Source: an optimization exercise on an open RTL-to-GDS flow (aim: small area, a short achievable clock period and few clock cycles). Production flows keep margins and buffers that such runs may drop. Where RTL was checked, it was by simulation tests only, not by an equivalence proof against the original.

Setup of maple:
==> flow/design.v <==
module taylor_sine(
    input clock,
    input reset,
    input start_in,
    input signed [11:0] x_in,
    output reg ready_out,
    output [11:0] sin_out
);
reg armed;
reg [5:1] ph;           
reg [11:0] t, n2, acc;
reg [1:0] m;
reg [5:0] b_one, b_two, b_neg;    
wire idle = ~|ph;
wire go   = idle && armed && start_in;
function in_range(input signed [11:0] v, input signed [11:0] lo, input signed [11:0] hi);
    in_range = (v >= lo) && (v <= hi);
endfunction
wire m3 = in_range(x_in, -12'sd2047, -12'sd1716) | in_range(x_in, 12'sd1449, 12'sd1715);
wire m2 = in_range(x_in, -12'sd1417, -12'sd1415) | (x_in == -12'sd1401) |
          in_range(x_in, -12'sd1399, -12'sd1384) | in_range(x_in, -12'sd1381, -12'sd1302) |
          in_range(x_in, -12'sd1292, -12'sd1290);
wire m1 = in_range(x_in, -12'sd1448, -12'sd1290) | in_range(x_in, 12'sd670, 12'sd1289);
wire [1:0] m_x = m3 ? 2'd3 : m2 ? 2'd2 : m1 ? 2'd1 : 2'd0;
wire [11:0] bnext = (idle | ph[1]) ? x_in : ph[2] ? 12'd171 : ph[3] ? n2 : 12'd51;
reg [5:0] e_one, e_two, e_neg;
reg bm1;
integer i;
always @(*) begin
    for (i = 0; i < 6; i = i + 1) begin
        bm1 = (i == 0) ? 1'b0 : bnext[2*i-1];
        e_one[i] = bnext[2*i] ^ bm1;
        e_two[i] = (bnext[2*i+1] & ~bnext[2*i] & ~bm1) | (~bnext[2*i+1] & bnext[2*i] & bm1);
        e_neg[i] = bnext[2*i+1];
    end
end
reg [21:0] r0, r1, r2, r3, r4, r5, rc, ra, rm;
reg [12:0] v, e;
reg [21:0] pp [0:5];
always @(*) begin
    for (i = 0; i < 6; i = i + 1) begin
        v = b_one[i] ? {t[11], t} : b_two[i] ? {t, 1'b0} : 13'd0;
        e = v ^ {13{b_neg[i]}};
        pp[i] = {9'd0, ~e[12], e[11:0]} << (2*i);
    end
    r0 = pp[0];
    r1 = pp[1] | {21'd0, b_neg[0]};
    r2 = pp[2] | ({21'd0, b_neg[1]} << 2);
    r3 = pp[3] | ({21'd0, b_neg[2]} << 4);
    r4 = pp[4] | ({21'd0, b_neg[3]} << 6);
    r5 = pp[5] | ({21'd0, b_neg[4]} << 8);
    ra = {acc, 10'd0};
    rm = ({20'd0, ~m} + {21'd0, b_neg[5]}) << 10;
    rc = 22'h2aa400;
end
function [43:0] csa(input [21:0] a, input [21:0] b, input [21:0] c);
    csa = {a ^ b ^ c, ((a & b) | (a & c) | (b & c)) << 1};
endfunction
wire [21:0] s1, c1, s2, c2, s3, c3, s4, c4, s5, c5, s6, c6, s7, c7;
assign {s1, c1} = csa(r0, r1, r2);
assign {s2, c2} = csa(r3, r4, r5);
assign {s3, c3} = csa(rc, ra, rm);
assign {s4, c4} = csa(s1, c1, s2);
assign {s5, c5} = csa(c2, s3, c3);
assign {s6, c6} = csa(s4, c4, s5);
assign {s7, c7} = csa(s6, c6, c5);
wire [21:0] prod = s7 + c7;
wire [11:0] res = prod[21:10];
always @(posedge clock) begin
    if (reset) begin
        ready_out <= 1'b0;
        armed <= 1'b1;
        ph <= 5'd0;
    end else begin
        ph <= {ph[4:1], go};
        if (go) begin
            ready_out <= 1'b0;
            armed <= 1'b0;
        end else if (ph[5]) begin
            ready_out <= 1'b1;
        end else if (idle && !start_in) begin
            armed <= 1'b1;
        end
    end
end
always @(posedge clock) begin
    b_one <= e_one;
    b_two <= e_two;
    b_neg <= e_neg;
    if (go) begin
        t   <= x_in;
        acc <= 12'd0;
        m   <= 2'd0;
    end
    if (ph[1]) n2 <= ~res;
    if (ph[1] | ph[2] | ph[3] | ph[4] | ph[5]) t <= res ^ {12{ph[1]}};
    if (ph[4]) begin
        acc <= x_in + t;
        m   <= m_x;
    end
end
assign sin_out = t;
endmodule
Settings: LEC_CHECK=0, CAP_MARGIN=20, CORE_MARGIN=2, CORE_UTILIZATION=40, SLEW_MARGIN=20; clock period 10.0 ns.
run.sh (not shown) runs the stock make flow with config.mk's settings and CLKGATE_MAP_FILE= SYNTH_SCRIPT=/design/flow/synth_recipe.tcl, a recipe that flattens the netlist after the stock synthesis.
Testbench counts of maple, summed over its fixed seeds: cycles 11,192.
For fjord, these inputs were changed with respect to maple:
==> flow/design.v <==
module taylor_sine(
    input clock,
    input reset,
    input start_in,
    input signed [11:0] x_in,
    output reg ready_out,
    output [11:0] sin_out
);
reg armed;
reg [5:1] ph;           
reg signed [11:0] t, n2, acc;
reg [1:0] m;
wire idle = ~|ph;
wire go   = idle && armed && start_in;
function in_range(input signed [11:0] v, input signed [11:0] lo, input signed [11:0] hi);
    in_range = (v >= lo) && (v <= hi);
endfunction
wire m3 = in_range(x_in, -12'sd2047, -12'sd1716) | in_range(x_in, 12'sd1449, 12'sd1715);
wire m2 = in_range(x_in, -12'sd1417, -12'sd1415) | (x_in == -12'sd1401) |
          in_range(x_in, -12'sd1399, -12'sd1384) | in_range(x_in, -12'sd1381, -12'sd1302) |
          in_range(x_in, -12'sd1292, -12'sd1290);
wire m1 = in_range(x_in, -12'sd1448, -12'sd1290) | in_range(x_in, 12'sd670, 12'sd1289);
wire [1:0] m_x = m3 ? 2'd3 : m2 ? 2'd2 : m1 ? 2'd1 : 2'd0;
wire [11:0] mb = ph[3] ? 12'd171 : ph[5] ? 12'd51 : n2;
reg [21:0] r0, r1, r2, r3, r4, r5, rc, ra, rm;
reg [12:0] v, e;
reg one, two, neg, bm1;
reg [5:0] negs;
reg [21:0] pp [0:5];
integer i;
always @(*) begin
    for (i = 0; i < 6; i = i + 1) begin
        bm1 = (i == 0) ? 1'b0 : mb[2*i-1];
        one = mb[2*i] ^ bm1;
        two = (mb[2*i+1] & ~mb[2*i] & ~bm1) | (~mb[2*i+1] & mb[2*i] & bm1);
        neg = mb[2*i+1];
        v = one ? {t[11], t} : two ? {t, 1'b0} : 13'd0;
        e = v ^ {13{neg}};
        negs[i] = neg;
        pp[i] = {9'd0, ~e[12], e[11:0]} << (2*i);
    end
    r0 = pp[0];
    r1 = pp[1] | {21'd0, negs[0]};
    r2 = pp[2] | ({21'd0, negs[1]} << 2);
    r3 = pp[3] | ({21'd0, negs[2]} << 4);
    r4 = pp[4] | ({21'd0, negs[3]} << 6);
    r5 = pp[5] | ({21'd0, negs[4]} << 8);
    ra = {acc, 10'd0};
    rm = ({20'd0, ~m} + {21'd0, negs[5]}) << 10;
    rc = 22'h2aa400;
end
function [43:0] csa(input [21:0] a, input [21:0] b, input [21:0] c);
    csa = {a ^ b ^ c, ((a & b) | (a & c) | (b & c)) << 1};
endfunction
wire [21:0] s1, c1, s2, c2, s3, c3, s4, c4, s5, c5, s6, c6;
assign {s1, c1} = csa(r0, r1, r2);
assign {s2, c2} = csa(r3, r4, r5);
assign {s3, c3} = csa(rc, ra, rm);
assign {s4, c4} = csa(s1, c1, s2);
assign {s5, c5} = csa(c2, s3, c3);
assign {s6, c6} = csa(s4, c4, s5);
wire [21:0] s7, c7;
assign {s7, c7} = csa(s6, c6, c5);
wire [21:0] prod = s7 + c7;
wire [11:0] res = prod[21:10];
always @(posedge clock) begin
    if (reset) begin
        ready_out <= 1'b0;
        armed <= 1'b1;
        ph <= 5'd0;
    end else begin
        ph <= {ph[4:1], go};
        if (go) begin
            ready_out <= 1'b0;
            armed <= 1'b0;
        end else if (ph[5]) begin
            ready_out <= 1'b1;
        end else if (idle && !start_in) begin
            armed <= 1'b1;
        end
    end
end
always @(posedge clock) begin
    if (go) begin
        t   <= x_in;
        n2  <= x_in;
        acc <= 12'd0;
        m   <= 2'd0;
    end
    if (ph[1]) n2 <= ~res;
    if (ph[2] | ph[3] | ph[4] | ph[5]) t <= res;
    if (ph[4]) begin
        acc <= x_in + t;
        m   <= m_x;
    end
end
assign sin_out = t;
endmodule
==> summary.txt <==
maple reached the end of the flow, and the finished layout is clean on the timing, design-rule and antenna checks. fjord went all the way through synthesis, placement and routing and the layout is clean on timing, DRC and antenna. Number of non-filler instances in the completed layout (higher): fjord. Comparing maple and fjord, detailed-routing iteration count for the pre-antenna-repair pass is lower on fjord. From maple to fjord the numbers moved as follows: worst-case headroom to the max-slew limit has decreased, synthesized-area fraction occupied by ao, oa, aoi and oai cells has increased, wire length has increased, final area has increased, total core area has increased. Re die footprint: maple was lower than fjord. On final period demand of the worst path, maple beats fjord. Cell count along the critical path in fjord vs maple: up 2.
Function not checked in fjord: the RTL went through the layout flow alone.

## what the ideal ports hide
The flow's constraints put no driver on any port. The routed layouts listed below were extracted and timed again, unchanged, in two steps.
Step 1: set_driving_cell puts a clkbuf_16 on clock and a buf_2 on each other input, an assumption about the parent block.
Step 2 moves the port delays by t, midway between the first and last clock arrival at a register: inputs arrive t later, outputs are due t later. That takes back most of the time a late clock gives input paths.
Slacks: no drivers / after step 1 / after step 2; pairs: no drivers / after step 1.
run | t (ns) | slack for setup (ns) | worst setup path after step 2
maple | 0.369 | 4.098 / 4.098 / 4.098 | register to register
fjord | 0.324 | 2.704 / 2.704 / 2.704 | register to register
After both steps setup and hold are still met in every run listed.
